This design comes from an exercise in tuning for small area on the open sky130 flow, not from production work. The flow treats the clock pin as an ideal source, which a real chip does not have. Power and IR drop assume default switching activity.

==> inputs of v1 <==
==> flow/design.v <==
module topModule (
    input clk,
    input rst,
    input btnL,
    input [1:0] sw,
    input [3:0] JC_cols,
    input btnR,
    output audio_gain,
    output audio_shutdown,
    output audio_out,
    output [3:0] JC_rows,
    output [3:0] an,
    output reg [6:0] seg
);
    assign audio_shutdown = 1'b1;
    assign audio_gain = 1'b1;
    reg [5:0] c50;
    reg       k1;
    reg [2:0] d5;
    reg       dp;
    wire w50  = c50[5] & c50[4] & c50[0];       
    wire w100 = w50 & k1;                       
    wire tick = w100 & ~dp;                     
    wire ge25 = c50 >= 6'd25;
    wire k4 = ((d5 == 3'd1) & (k1 | ge25)) | ((d5 == 3'd2) & ~k1) |
              ((d5 == 3'd3) & k1 & ge25) | (d5 == 3'd4);
    always @(posedge clk) begin
        if (rst) begin
            c50 <= 0; k1 <= 0; d5 <= 0; dp <= 0;
        end else begin
            c50 <= w50 ? 6'd0 : c50 + 6'd1;
            if (w50) k1 <= ~k1;
            if (w100) begin
                d5 <= d5[2] ? 3'd0 : d5 + 3'd1;
                dp <= ~dp;
            end
        end
    end
    reg rl;
    always @(posedge clk) begin
        if (rst) rl <= 1'b1;
        else if (tick) rl <= 1'b0;
    end
    reg [1:0]  status;       
    reg [2:0]  ctr;
    reg [1:0]  pend;         
    reg [4:0]  db;
    reg        validPin;
    reg        play, fail;
    reg [2:0]  tp0, tp1, tp2, tp3;
    reg        tc;
    reg        blv;          
    reg [1:0]  blr;          
    reg        clean;
    reg [4:0]  led;
    reg        adj_set;
    reg [7:0]  cpH, cpL;     
    reg [7:0]  stH, stL;     
    reg [7:0]  lpH, lpL;     
    reg        accS, accL;   
    wire en = tick & (status != 2'd1);
    wire pressed = (JC_cols != 4'b1111);
    wire edge_ = ~db[4] & ~db[2] & ~db[1];      
    wire dbmax = ~db[3] & ~db[2] & ~db[0];      
    reg       scan;
    reg [1:0] rr;
    wire R0 = scan & (rr == 2'd0);
    wire R1 = scan & (rr == 2'd1);
    wire R2 = scan & (rr == 2'd2);
    wire R3 = scan & (rr == 2'd3);
    assign JC_rows = {~R3, ~R2, ~R1, ~R0};
    wire K0 = (JC_cols == 4'b1110);
    wire K1 = (JC_cols == 4'b1101);
    wire K2 = (JC_cols == 4'b1011);
    wire K3 = (JC_cols == 4'b0111);
    wire isdig = (R0 & K3) | ((R0 | R1 | R2) & (K0 | K1 | K2));
    wire isC = R3 & K2;
    wire isE = R2 & K3;
    wire isD = R3 & K3;
    wire [3:0] dv = {K2 & ~R0, K1 | (K2 & R0), (K0 & (R1 | R2)) | (K1 & R2) | (K2 & R0),
                     ((K0 | K2) & ~R1) | (K1 & R1)};
    wire kev = en & edge_;
    wire wr = kev & isdig & ~ctr[2];
    wire wr0 = wr & (ctr[1:0] == 2'd0);
    wire wr1 = wr & (ctr[1:0] == 2'd1);
    wire wr2 = wr & (ctr[1:0] == 2'd2);
    wire wr3 = wr & (ctr[1:0] == 2'd3);
    always @(posedge clk) begin
        if (rst) begin
            scan <= 1'b0;
            rr <= 2'd0;
            db <= 5'b01011;
            ctr <= 3'd7;             
            pend <= 2'd3;
            validPin <= 0;
        end else begin
            if (en) begin
                db <= !pressed ? 5'b01011 : (dbmax ? db : {db[3:0], db[4] ^ db[1]});
                if (!pressed)
                begin
                    scan <= 1'b1;
                    rr <= rr + {1'b0, scan};
                end
                validPin <= edge_ & isE & ctr[2];
            end
            if (tick) begin
                case (pend)
                    2'd1: ctr <= ctr + 3'd1;
                    2'd2: ctr <= ctr - 3'd1;
                    2'd3: ctr <= 3'd0;
                    default: ;
                endcase
                pend <= ~kev ? 2'd0 : (isdig & ~ctr[2]) ? 2'd1 : (isC | (isE & ctr[2])) ? 2'd3 :
                        isD ? 2'd2 : 2'd0;
            end
        end
    end
    wire [7:0] cpH_rot = {cpH[6:0], cpH[7] & ~rl};
    wire [7:0] cpL_rot = {cpL[6:0], cpL[7] & ~rl};
    wire [7:0] cpH_wr = {dv[2:0], dv[3], dv[2:0], dv[3]};   
    wire [7:0] wmH = {{3{wr0}}, wr1, {3{wr1}}, wr0};
    wire [7:0] wmL = {{3{wr2}}, wr3, {3{wr3}}, wr2};
    always @(posedge clk) begin
        cpH <= (wmH & cpH_wr) | (~wmH & cpH_rot);
        cpL <= (wmL & cpH_wr) | (~wmL & cpL_rot);
    end
    wire [2:0] rb = 3'd2 - c50[2:0];
    wire rs = rl & ~k1;
    wire kH = (8'h43 >> rb);
    wire kL = (8'h21 >> rb);
    wire ldS = adj_set;                                
    wire tz = ~|{tp0, tp1, tp2, tp3, tc};               
    wire ldL = play & fail & tz;                        
    always @(posedge clk) begin
        stH <= {stH[6:0], ldS ? cpH[7] : (rs ? kH : stH[7])};
        stL <= {stL[6:0], ldS ? cpL[7] : (rs ? kL : stL[7])};
        lpH <= {lpH[6:0], ldL ? cpH[7] : (lpH[7] & ~rl)};
        lpL <= {lpL[6:0], ldL ? cpL[7] : (lpL[7] & ~rl)};
    end
    wire eqS = (cpH[7] == stH[7]) & (cpL[7] == stL[7]);
    wire eqL = (cpH[7] == lpH[7]) & (cpL[7] == lpL[7]);
    always @(posedge clk) begin
        accS <= w50 | (accS & eqS);
        accL <= w50 | (accL & eqL);
    end
    wire match = accS & eqS;           
    wire newfail = ~(accL & eqL);
    wire tend = tp3[2] & tp1[0] & tp1[1] & tp1[2] & tp0[2];    
    wire start = tick & ~clean & (status == 2'd0) & validPin & (match | newfail);
    wire cin = (tick & play & ~tend) | tc;
    wire [3:0] tsum = {1'b0, tp3} + {3'b000, cin};
    always @(posedge clk) begin
        if (rst | start) begin
            tp0 <= 0; tp1 <= 0; tp2 <= 0; tp3 <= 0; tc <= 0;
        end else begin
            tp0 <= tsum[2:0]; tp1 <= tp0; tp2 <= tp1; tp3 <= tp2; tc <= tsum[3];
        end
    end
    always @(posedge clk) begin
        if (rst) begin
            status <= 0;
            play <= 0;
            fail <= 0;
            blv <= 0;
            blr <= 2'd3;
            clean <= 0;
        end else if (tick) begin
            if (play & tend) play <= 0;
            if (start) begin
                play <= 1;
                fail <= ~match;
            end
            if (clean)
                status <= 0;
            else begin
                case (status)
                    2'd0: if (validPin & match) status <= 1;
                    2'd1: if (sw[0]) status <= 2;
                    2'd2: if (validPin) status <= 0;
                    default: ;
                endcase
            end
            if (btnL != blv) begin
                blv <= btnL;
                blr <= 2'd0;
            end else if (blr != 2'd3)
                blr <= blr + 2'd1;
            if (blr == 2'd3) clean <= blv;    
        end
    end
    assign audio_out = play & (fail ? k4 : k1);
    reg [1:0] slot;
    assign an = {~(rl | (slot == 2'd1)), ~(rl | (slot == 2'd2)),
                 ~(rl | (slot == 2'd3)), ~(rl | (slot == 2'd0))};
    reg [3:0] dig;
    always @(*) begin
        case (slot)
            2'd0: dig = cpH[7:4];
            2'd1: dig = cpH[3:0];
            2'd2: dig = cpL[7:4];
            default: dig = cpL[3:0];
        endcase
    end
    wire has  = (ctr > {1'b0, slot});     
    wire has0 = (ctr != 3'd0);
    wire isword = (status == 2'd1) | ((status == 2'd2) & adj_set) | ~has0;
    wire [1:0] wcode = {(status == 2'd0) | (status[1] & ~adj_set), status[1]};
    wire [4:0] nled = isword ? {1'b1, slot, wcode} : (has ? {1'b0, dig} : 5'b01111);
    always @(posedge clk) begin
        if (rst) begin
            slot <= 2'd0;
            led <= 0;
            adj_set <= 0;
        end else if (tick) begin
            if (status != 2'd2) adj_set <= 0;
            else if (validPin) adj_set <= 1;
            slot <= slot + 2'd1;
            led <= nled;
        end
    end
    always @(*) begin
        seg[6] = (led[3] & led[2]) | (led[4] & led[3] & led[0]) | (~led[4] & led[2] & ~led[1] & ~led[0]) | (led[4] & led[2] & led[1] & led[0]) | (~led[4] & ~led[3] & ~led[2] & ~led[1] & led[0]) | (led[4] & ~led[3] & ~led[2] & led[1] & ~led[0]);
        seg[5] = ~((~led[4] & ~led[2]) | (~led[3] & ~led[1] & ~led[0]) | (~led[3] & led[1] & led[0]) | (led[4] & led[2] & led[1] & ~led[0]));
        seg[4] = (led[4] & led[3] & ~led[2]) | (led[3] & led[2] & led[0]) | (~led[2] & led[1] & ~led[0]) | (led[4] & ~led[3] & led[2] & ~led[1]);
        seg[3] = (led[3] & led[2] & led[0]) | (led[2] & ~led[1] & ~led[0]) | (led[4] & ~led[2] & led[1] & led[0]) | (~led[4] & led[2] & led[1] & led[0]) | (~led[4] & ~led[3] & ~led[2] & ~led[1] & led[0]);
        seg[2] = (~led[4] & led[0]) | (led[3] & led[2] & led[0]) | (~led[4] & led[2] & ~led[1]) | (led[3] & led[1] & led[0]) | (~led[3] & ~led[2] & ~led[1] & led[0]);
        seg[1] = (led[3] & led[2]) | (~led[4] & ~led[2] & led[1]) | (led[2] & led[1] & led[0]) | (led[3] & led[1] & led[0]) | (~led[4] & ~led[3] & ~led[2] & led[0]);
        seg[0] = ~((led[4] & ~led[3] & led[0]) | (led[3] & ~led[2] & ~led[1]) | (~led[3] & led[2] & ~led[1]) | (~led[4] & ~led[2] & led[1]) | (led[3] & led[2] & ~led[0]) | (~led[4] & led[3]) | (~led[4] & led[2] & ~led[0]));
    end
endmodule
==> flow/flow/run.sh <==
#!/bin/bash
# Own layout flow: the standard layout (standard.sh), with three changes:
#  - synthesis runs the standard flow's synthesis script (synth_recipe.tcl) unchanged, except that the final
#    ABC technology mapping tries each flow/abc_*.script (area mappings, no buffering or
#    upsizing) instead of ORFS's speed script and keeps the smallest result; registers and
#    their names are not affected;
#  - buffer_ports puts a sky130_fd_sc_hd__buf_1 on every input and output port;
#  - clock tree synthesis uses clkbuf cells from CTS_BUFS and inserts no dummy loads.
# Each tool's output is in orfs/logs/; make's full output is in own_flow.log.
set -euo pipefail
W=$(pwd)
CTS_BUFS=${CTS_BUFS:-sky130_fd_sc_hd__clkbuf_4 sky130_fd_sc_hd__clkbuf_8}
CTS_EXTRA=${CTS_EXTRA:-}
{
  # ABC maps the logic with each of flow/abc_*.script in turn; the smallest result is kept.
  printf 'proc abc {args} {\n'
  printf '  set i [lsearch -exact $args -script]\n'
  printf '  set lib [lindex $args [expr {[lsearch -exact $args -liberty] + 1}]]\n'
  printf '  yosys design -save own_pre_abc\n'
  printf '  set best ""\n'
  printf '  set best_area 1e30\n'
  printf '  foreach s [lsort [glob {%s/flow/abc_*.script}]] {\n' "$W"
  printf '    yosys design -load own_pre_abc\n'
  printf '    set a $args\n'
  printf '    if {$i >= 0} { lset a [expr {$i + 1}] $s }\n'
  printf '    yosys abc {*}$a\n'
  printf '    yosys tee -q -o {%s/own_area.txt} stat -liberty $lib\n' "$W"
  printf '    set f [open {%s/own_area.txt}]\n' "$W"
  printf '    set t [read $f]\n'
  printf '    close $f\n'
  printf '    regexp {Chip area for module [^:]*: +([0-9.]+)} $t -> area\n'
  printf '    puts "own flow: abc script $s gives area $area"\n'
  printf '    if {$area < $best_area} { set best_area $area; set best $s }\n'
  printf '  }\n'
  printf '  yosys design -load own_pre_abc\n'
  printf '  if {$i >= 0} { lset args [expr {$i + 1}] $best }\n'
  printf '  puts "own flow: abc $args"\n'
  printf '  yosys abc {*}$args\n'
  printf '}\n'
  cat synth_recipe.tcl
} > own_synth.tcl
sed -E "s#SYNTH_SCRIPT=[^ ]*#SYNTH_SCRIPT=$W/own_synth.tcl#" standard.sh > own_standard.sh
grep -q "SYNTH_SCRIPT=$W/own_synth.tcl" own_standard.sh
export BUFFER_PORTS_ARGS="-buffer_cell sky130_fd_sc_hd__buf_1"
if [[ -f flow/pre_cts.tcl ]]; then export PRE_CTS_TCL=$W/flow/pre_cts.tcl; fi
export CTS_ARGS="-sink_clustering_enable -repair_clock_nets -buf_list {$CTS_BUFS} -dont_use_dummy_load $CTS_EXTRA"
bash own_standard.sh > own_flow.log 2>&1
==> flow/flow/abc_a3.script <==
strash
dch
amap
topo
==> flow/flow/abc_a6.script <==
strash
&get -n
&st
&syn2
&dch
&nf
&put
strash
dch
map -a
==> flow/flow/abc_b4.script <==
strash
dch
amap
strash
dch
amap
topo
==> flow/flow/abc_c4.script <==
strash
balance
rewrite
refactor
balance
rewrite -z
refactor -z
balance
dch
amap
topo
==> flow/flow/abc_c6.script <==
strash
rewrite
refactor
resub
dch
amap
topo
==> flow/standard.sh <==
#!/bin/bash
# synth_recipe.tcl (not shown) runs the flow's synth.tcl, then flattens the netlist and writes it again
# the make line also repeats each setting of config.mk as NAME=value (left out here)
make -C /OpenROAD-flow-scripts/flow DESIGN_CONFIG=/design/flow/config.mk WORK_HOME=/design/flow/orfs CLKGATE_MAP_FILE= SYNTH_SCRIPT=/design/flow/synth_recipe.tcl "${@:-finish}"
==> flow/config.mk <==
export PLATFORM = sky130hd
export DESIGN_NAME = topModule
export DESIGN_NICKNAME = topModule
export VERILOG_FILES = /design/flow/design.v
export SDC_FILE = /design/flow/constraint.sdc
export NUM_CORES = 4
export LEC_CHECK = 0
export CAP_MARGIN = 20
export CORE_MARGIN = 2
export CORE_UTILIZATION = 40
export SLEW_MARGIN = 20
==> flow/constraint.sdc <==
create_clock -name core_clock -period 10.0 [get_ports {clk}]
set_input_delay 2.0000 -clock core_clock [delete_from_list [all_inputs] [get_ports {clk}]]
set_output_delay 2.0000 -clock core_clock [all_outputs]
set_load 0.01 [all_outputs]
==> v4: changes against v1 <==
--- a/flow/design.v
+++ b/flow/design.v
@@ -10,3 +10,3 @@
     output audio_out,
-    output [3:0] JC_rows,
+    output reg [3:0] JC_rows,
     output [3:0] an,
@@ -44,4 +44,4 @@
     reg [1:0]  status;       
-    reg [2:0]  ctr;
-    reg [1:0]  pend;         
+    reg [2:0]  ctr;          
+    reg [2:0]  pctr;         
     reg [4:0]  db;
@@ -64,9 +64,6 @@
     wire dbmax = ~db[3] & ~db[2] & ~db[0];      
-    reg       scan;
-    reg [1:0] rr;
-    wire R0 = scan & (rr == 2'd0);
-    wire R1 = scan & (rr == 2'd1);
-    wire R2 = scan & (rr == 2'd2);
-    wire R3 = scan & (rr == 2'd3);
-    assign JC_rows = {~R3, ~R2, ~R1, ~R0};
+    wire R0 = ~JC_rows[0] & JC_rows[1];
+    wire R1 = ~JC_rows[1] & JC_rows[0];
+    wire R2 = ~JC_rows[2] & JC_rows[0];
+    wire R3 = ~JC_rows[3] & JC_rows[0];
     wire K0 = (JC_cols == 4'b1110);
@@ -89,7 +86,6 @@
         if (rst) begin
-            scan <= 1'b0;
-            rr <= 2'd0;
+            JC_rows <= 4'b0000;
             db <= 5'b01011;
-            ctr <= 3'd7;             
-            pend <= 2'd3;
+            ctr <= 0;
+            pctr <= 3'd7;
             validPin <= 0;
@@ -99,17 +95,12 @@
                 if (!pressed)
-                begin
-                    scan <= 1'b1;
-                    rr <= rr + {1'b0, scan};
-                end
+                    JC_rows <= {JC_rows[2] | ~JC_rows[3], JC_rows[1] | ~JC_rows[3],
+                                JC_rows[0] | ~JC_rows[3], JC_rows[3]};
+                pctr <= ctr;
                 validPin <= edge_ & isE & ctr[2];
             end
-            if (tick) begin
-                case (pend)
-                    2'd1: ctr <= ctr + 3'd1;
-                    2'd2: ctr <= ctr - 3'd1;
-                    2'd3: ctr <= 3'd0;
-                    default: ;
-                endcase
-                pend <= ~kev ? 2'd0 : (isdig & ~ctr[2]) ? 2'd1 : (isC | (isE & ctr[2])) ? 2'd3 :
-                        isD ? 2'd2 : 2'd0;
+            if (kev) begin
+                if (isdig) begin
+                    if (!ctr[2]) ctr <= ctr + 3'd1;
+                end else if (isC | (isE & ctr[2])) ctr <= 0;
+                else if (isD) ctr <= ctr - 3'd1;
             end
@@ -203,4 +194,4 @@
     end
-    wire has  = (ctr > {1'b0, slot});     
-    wire has0 = (ctr != 3'd0);
+    wire has  = (pctr > {1'b0, slot});    
+    wire has0 = (pctr != 3'd0);
     wire isword = (status == 2'd1) | ((status == 2'd2) & adj_set) | ~has0;
==> flow/flow/run.sh (replaced) <==
#!/bin/bash
# Own layout flow: the standard layout (standard.sh), with three changes:
#  - synthesis runs the standard flow's synthesis script (synth_recipe.tcl) unchanged, except that the final
#    ABC technology mapping uses flow/abc.script (area mapping, no buffering or upsizing)
#    instead of ORFS's speed script; registers and their names are not affected;
#  - buffer_ports puts a sky130_fd_sc_hd__buf_1 on every input and output port;
#  - clock tree synthesis uses clkbuf cells from CTS_BUFS and inserts no dummy loads.
# Each tool's output is in orfs/logs/; make's full output is in own_flow.log.
set -euo pipefail
W=$(pwd)
CTS_BUFS=${CTS_BUFS:-sky130_fd_sc_hd__clkbuf_4 sky130_fd_sc_hd__clkbuf_8}
CTS_EXTRA=${CTS_EXTRA:-}
{
  printf 'proc abc {args} {\n'
  printf '  set i [lsearch -exact $args -script]\n'
  printf '  if {$i >= 0} { lset args [expr {$i + 1}] {%s/flow/abc.script} }\n' "$W"
  printf '  puts "own flow: abc $args"\n'
  printf '  yosys abc {*}$args\n'
  printf '}\n'
  cat synth_recipe.tcl
} > own_synth.tcl
sed -E "s#SYNTH_SCRIPT=[^ ]*#SYNTH_SCRIPT=$W/own_synth.tcl#" standard.sh > own_standard.sh
grep -q "SYNTH_SCRIPT=$W/own_synth.tcl" own_standard.sh
export BUFFER_PORTS_ARGS="-buffer_cell sky130_fd_sc_hd__buf_1"
export CTS_ARGS="-sink_clustering_enable -repair_clock_nets -buf_list {$CTS_BUFS} -dont_use_dummy_load $CTS_EXTRA"
bash own_standard.sh > own_flow.log 2>&1
==> flow/flow/abc.script (new file) <==
strash
fraig
dch
amap
topo
removed: flow/flow/abc_a3.script
removed: flow/flow/abc_a6.script
removed: flow/flow/abc_b4.script
removed: flow/flow/abc_c4.script
removed: flow/flow/abc_c6.script
==> v19: changes against v1 <==
==> flow/design.v, changed modules only <==
module topModule (
    input clk,
    input rst,
    input btnL,
    input [1:0] sw,
    input [3:0] JC_cols,
    input btnR,
    output audio_gain,
    output audio_shutdown,
    output audio_out,
    output [3:0] JC_rows,
    output [3:0] an,
    output reg [6:0] seg
);
    assign audio_shutdown = 1'b1;
    assign audio_gain = 1'b1;
    reg [5:0] c50;
    reg       k1;
    reg [2:0] d5;
    reg       dp;
    wire w50  = c50[5] & c50[4] & c50[0];       
    wire w100 = w50 & k1;                       
    wire tick = w100 & ~dp;                     
    wire ge25 = c50 >= 6'd25;
    wire k4 = ((d5 == 3'd1) & (k1 | ge25)) | ((d5 == 3'd3) & ~k1) |
              ((d5 == 3'd2) & k1 & ge25) | (d5 == 3'd4);
    always @(posedge clk) begin
        if (rst) begin
            c50 <= 0; k1 <= 0; d5 <= 3'd0; dp <= 0;
        end else begin
            c50 <= w50 ? 6'd0 : c50 + 6'd1;
            if (w50) k1 <= ~k1;
            if (w100) begin
                case (d5)
                    3'd0: d5 <= 3'd1;
                    3'd1: d5 <= 3'd3;
                    3'd3: d5 <= 3'd2;
                    3'd2: d5 <= 3'd4;
                    3'd4: d5 <= 3'd0;
                    default: d5 <= 3'd0;
                endcase
                dp <= ~dp;
            end
        end
    end
    reg rl;
    always @(posedge clk) begin
        if (rst) rl <= 1'b1;
        else if (tick) rl <= 1'b0;
    end
    reg [1:0]  status;       
    reg [2:0]  ctr;
    reg [1:0]  pend;         
    reg [4:0]  db;
    reg        validPin;
    reg        play, fail;
    reg [2:0]  tp0, tp1, tp2, tp3;
    reg        tc;
    reg        blv;          
    reg [1:0]  blr;          
    reg        clean;
    reg [4:0]  led;
    reg        adj_set;
    reg [7:0]  cpH, cpL;     
    reg [7:0]  stH, stL;     
    reg [7:0]  lpH, lpL;     
    reg        accS, accL;   
    wire en = tick & (status != 2'd1);
    wire pressed = (JC_cols != 4'b1111);
    wire edge_ = ~db[4] & ~db[2] & ~db[1];      
    wire dbmax = ~db[3] & ~db[2] & ~db[0];      
    reg       scan;
    reg [1:0] rr;
    wire R0 = scan & (rr == 2'd0);
    wire R1 = scan & (rr == 2'd1);
    wire R2 = scan & (rr == 2'd2);
    wire R3 = scan & (rr == 2'd3);
    assign JC_rows = {4{scan}} & {~R3, ~R2, ~R1, ~R0};
    wire K0 = (JC_cols == 4'b1110);
    wire K1 = (JC_cols == 4'b1101);
    wire K2 = (JC_cols == 4'b1011);
    wire K3 = (JC_cols == 4'b0111);
    wire isdig = (R0 & K3) | ((R0 | R1 | R2) & (K0 | K1 | K2));
    wire isC = R3 & K2;
    wire isE = R2 & K3;
    wire isD = R3 & K3;
    wire [3:0] dv = {K2 & ~R0, K1 | (K2 & R0), (K0 & (R1 | R2)) | (K1 & R2) | (K2 & R0),
                     ((K0 | K2) & ~R1) | (K1 & R1)};
    wire kev = en & edge_;
    wire wr = kev & isdig & ~ctr[2];
    wire wr0 = wr & (ctr[1:0] == 2'd0);
    wire wr1 = wr & (ctr[1:0] == 2'd1);
    wire wr2 = wr & (ctr[1:0] == 2'd2);
    wire wr3 = wr & (ctr[1:0] == 2'd3);
    always @(posedge clk) begin
        if (rst) begin
            scan <= 1'b0;
            rr <= 2'd0;
            db <= 5'b01011;
            ctr <= 3'd7;             
            pend <= 2'd3;
            validPin <= 0;
        end else begin
            if (en) begin
                db <= !pressed ? 5'b01011 : (dbmax ? db : {db[3:0], db[4] ^ db[1]});
                if (!pressed)
                begin
                    scan <= 1'b1;
                    rr <= rr + {1'b0, scan};
                end
                validPin <= edge_ & isE & ctr[2];
            end
            if (tick) begin
                case (pend)
                    2'd1: ctr <= ctr + 3'd1;
                    2'd2: ctr <= ctr - 3'd1;
                    2'd3: ctr <= 3'd0;
                    default: ;
                endcase
                pend <= ~kev ? 2'd0 : (isdig & ~ctr[2]) ? 2'd1 : (isC | (isE & ctr[2])) ? 2'd3 :
                        isD ? 2'd2 : 2'd0;
            end
        end
    end
    wire [7:0] cpH_rot = {cpH[6:0], cpH[7] & ~rl};
    wire [7:0] cpL_rot = {cpL[6:0], cpL[7] & ~rl};
    wire [7:0] cpH_wr = {dv[2:0], dv[3], dv[2:0], dv[3]};   
    wire [7:0] wmH = {{3{wr0}}, wr1, {3{wr1}}, wr0};
    wire [7:0] wmL = {{3{wr2}}, wr3, {3{wr3}}, wr2};
    always @(posedge clk) begin
        cpH <= (wmH & cpH_wr) | (~wmH & cpH_rot);
        cpL <= (wmL & cpH_wr) | (~wmL & cpL_rot);
    end
    wire [2:0] rb = 3'd2 - c50[2:0];
    wire rs = rl & ~k1;
    wire kH = (8'h43 >> rb);
    wire kL = (8'h21 >> rb);
    wire ldS = adj_set;                                
    wire tz = ~|{tp0, tp1, tp2, tp3, tc};               
    wire ldL = play & fail & tz;                        
    always @(posedge clk) begin
        stH <= {stH[6:0], ldS ? cpH[7] : (rs ? kH : stH[7])};
        stL <= {stL[6:0], ldS ? cpL[7] : (rs ? kL : stL[7])};
        lpH <= {lpH[6:0], ldL ? cpH[7] : (lpH[7] & ~rl)};
        lpL <= {lpL[6:0], ldL ? cpL[7] : (lpL[7] & ~rl)};
    end
    wire eqS = (cpH[7] == stH[7]) & (cpL[7] == stL[7]);
    wire eqL = (cpH[7] == lpH[7]) & (cpL[7] == lpL[7]);
    always @(posedge clk) begin
        accS <= w50 | (accS & eqS);
        accL <= w50 | (accL & eqL);
    end
    wire match = accS & eqS;           
    wire newfail = ~(accL & eqL);
    wire tend = tp3[2] & tp1[0] & tp1[1] & tp1[2] & tp0[2];    
    wire start = tick & ~clean & (status == 2'd0) & validPin & (match | newfail);
    wire cin = (tick & play & ~tend) | tc;
    wire [3:0] tsum = {1'b0, tp3} + {3'b000, cin};
    always @(posedge clk) begin
        if (rst | start) begin
            tp0 <= 0; tp1 <= 0; tp2 <= 0; tp3 <= 0; tc <= 0;
        end else begin
            tp0 <= tsum[2:0]; tp1 <= tp0; tp2 <= tp1; tp3 <= tp2; tc <= tsum[3];
        end
    end
    always @(posedge clk) begin
        if (rst) begin
            status <= 2'd0;
            play <= 0;
            fail <= 0;
            blv <= 0;
            blr <= 2'd3;
            clean <= 0;
        end else if (tick) begin
            if (play & tend) play <= 0;
            if (start) begin
                play <= 1;
                fail <= ~match;
            end
            if (clean)
                status <= 2'd0;
            else begin
                case (status)
                    2'd0: if (validPin & match) status <= 2'd1;
                    2'd1: if (sw[0]) status <= 2'd3;
                    2'd3: if (validPin) status <= 2'd0;
                    default: ;
                endcase
            end
            if (btnL != blv) begin
                blv <= btnL;
                blr <= 2'd0;
            end else if (blr != 2'd3)
                blr <= blr + 2'd1;
            if (blr == 2'd3) clean <= blv;    
        end
    end
    assign audio_out = play & (fail ? k4 : k1);
    reg [1:0] slot;
    assign an = {~(rl | (slot == 2'd1)), ~(rl | (slot == 2'd2)),
                 ~(rl | (slot == 2'd3)), ~(rl | (slot == 2'd0))};
    reg [3:0] dig;
    always @(*) begin
        case (slot)
            2'd0: dig = cpH[7:4];
            2'd1: dig = cpH[3:0];
            2'd2: dig = cpL[7:4];
            default: dig = cpL[3:0];
        endcase
    end
    wire has  = (ctr > {1'b0, slot});     
    wire has0 = (ctr != 3'd0);
    wire isword = (status == 2'd1) | ((status == 2'd3) & adj_set) | ~has0;
    wire [1:0] wcode = ((status == 2'd1) ? 2'd0 : ((status == 2'd3) & adj_set) ? 2'd2 : (status == 2'd0) ? 2'd1 : 2'd3);
    wire [4:0] nled = isword ? {1'b1, wcode, slot} : (has ? {1'b0, dig} : 5'd14);
    always @(posedge clk) begin
        if (rst) begin
            slot <= 2'd0;
            led <= 0;
            adj_set <= 0;
        end else if (tick) begin
            if (status != 2'd3) adj_set <= 0;
            else if (validPin) adj_set <= 1;
            slot <= slot + 2'd1;
            led <= nled;
        end
    end
    always @(*) begin
        seg[6] = (led[3] & led[1]) | (led[4] & led[1] & led[0]) | (~led[3] & led[2] & ~led[1] & ~led[0]) | (led[3] & led[2] & led[0]) | (~led[4] & ~led[3] & ~led[2] & ~led[1] & led[0]);
        seg[5] = (led[3] & led[1]) | (led[4] & led[3] & ~led[2]) | (led[4] & ~led[2] & led[1]) | (led[2] & led[1] & ~led[0]) | (~led[4] & led[2] & ~led[1] & led[0]) | (led[4] & ~led[3] & led[2] & ~led[0]);
        seg[4] = (led[3] & led[1]) | (led[4] & led[1] & ~led[0]) | (led[4] & ~led[2] & ~led[1] & led[0]) | (~led[2] & led[1] & ~led[0]) | (led[4] & ~led[3] & led[2] & ~led[0]);
        seg[3] = ~((~led[2] & ~led[0]) | (led[4] & ~led[3] & led[2]) | (led[3] & ~led[1] & led[0]) | (~led[4] & ~led[2] & led[1]) | (~led[3] & led[1] & ~led[0]) | (led[2] & ~led[1] & led[0]));
        seg[2] = (~led[4] & led[0]) | (led[3] & led[2] & led[1]) | (~led[4] & led[2] & ~led[1]) | (led[3] & led[1] & led[0]) | (led[4] & led[3] & ~led[2] & ~led[1] & ~led[0]);
        seg[1] = (led[1] & led[0]) | (led[3] & led[2] & led[1]) | (~led[4] & ~led[2] & led[1]) | (led[3] & led[2] & led[0]) | (~led[4] & ~led[3] & ~led[2] & led[0]);
        seg[0] = (led[3] & led[1] & led[0]) | (~led[4] & ~led[3] & ~led[2] & ~led[1]) | (led[4] & ~led[3] & led[2] & ~led[1]) | (led[4] & led[2] & led[1] & ~led[0]) | (~led[4] & led[2] & led[1] & led[0]) | (led[4] & ~led[3] & ~led[1] & ~led[0]);
    end
endmodule
==> results.txt <==
The register share of total power came out at 0.665. The worst flop-to-flop path endpoint is cpH[1]. The floorplan has 38 rows. The max-slew headroom at the worst pin came out at 0.334.

The clock network area share came out at 0.0260. The time the worst path needs with I/O delays and setup came out at 4900 ps. The flow ran to the end and the layout has no timing, DRC or antenna violations. The data arrival time of the critical path is 5100 ps. Detailed routing inserted a total of 3520 vias.
The numbers above come from v4.

==> results.txt <==
The count of distinct cell types in the synthesized netlist is 41. The data arrival time of the critical path is 2320 ps. Summing over every cut layer, the via total after detailed routing is 3428. The max-slew headroom at the worst pin is 0.387. The clock network area share is 0.0268. The time the worst path needs with I/O delays and setup came out at 4320 ps. The worst flop-to-flop path endpoint is cpH[1]. The register share of total power is 0.663. Dividing the detail-routed wire length by the instance count gives 13.2 um.

The run finished with no timing, DRC or antenna violations. The number of maximum-capacitance constraint violations is 0. The main combinational cell family by area after synthesis is compound AO/OA/AOI/OAI gates.
The numbers above come from v1.

==> results.txt <==
Power attributed to the clock group is 202 uW. For this design the ratio of total power to cell area is 145 nW/um^2. The setup skew after layout came out at 24.1 ps. The register share of total power came out at 0.663. The clock network area share is 0.0273. The pre-CTS worst setup slack is 5410 ps.

The later pin in the worst-skew pair is clocked with a latency of 360 ps. Synthesis inferred 105 register bits. The run finished with no timing, DRC or antenna violations.

The floorplan has 37 rows. The number of buffers added on ports is 23. The time the worst path needs with I/O delays and setup came out at 4570 ps. The standard cell core area came out at 10200 um^2.

The data arrival time of the critical path is 4770 ps.
The numbers above come from v19.

No run of this note included a check of the RTL's function; only the layout flow was run.

port drivers added, routing unchanged:
In the flow no input, the clock included, has a driving cell. The finished layouts below were timed again as built, in two steps. Step 1: set_driving_cell puts a clkbuf_16 on clk and a buf_2 on each other input, an assumption about the parent block. Step 2 moves the port delays by t, midway between the first and last clock arrival at a register: inputs arrive t later, outputs are due t later. That takes back most of the time a late clock gives input paths. Slacks: ideal ports / drivers / drivers and shift; pairs: ideal ports / drivers.
run | shift t [ns] | slack for setup (ns) | worst setup path after step 2 | clock arrival spread, ns
v1 | 0.382 | 5.677 / 5.645 / 5.652 | input to register | 0.028 / 0.028
v4 | 0.380 | 5.102 / 5.102 / 5.102 | register to register | 0.037 / 0.036
v19 | 0.386 | 5.435 / 5.435 / 5.435 | register to register | 0.025 / 0.024
After both steps setup and hold are still met in every run listed. For v1, which loses most, drivers alone change the setup slack by -0.032 ns; drivers and shift together by -0.025 ns.
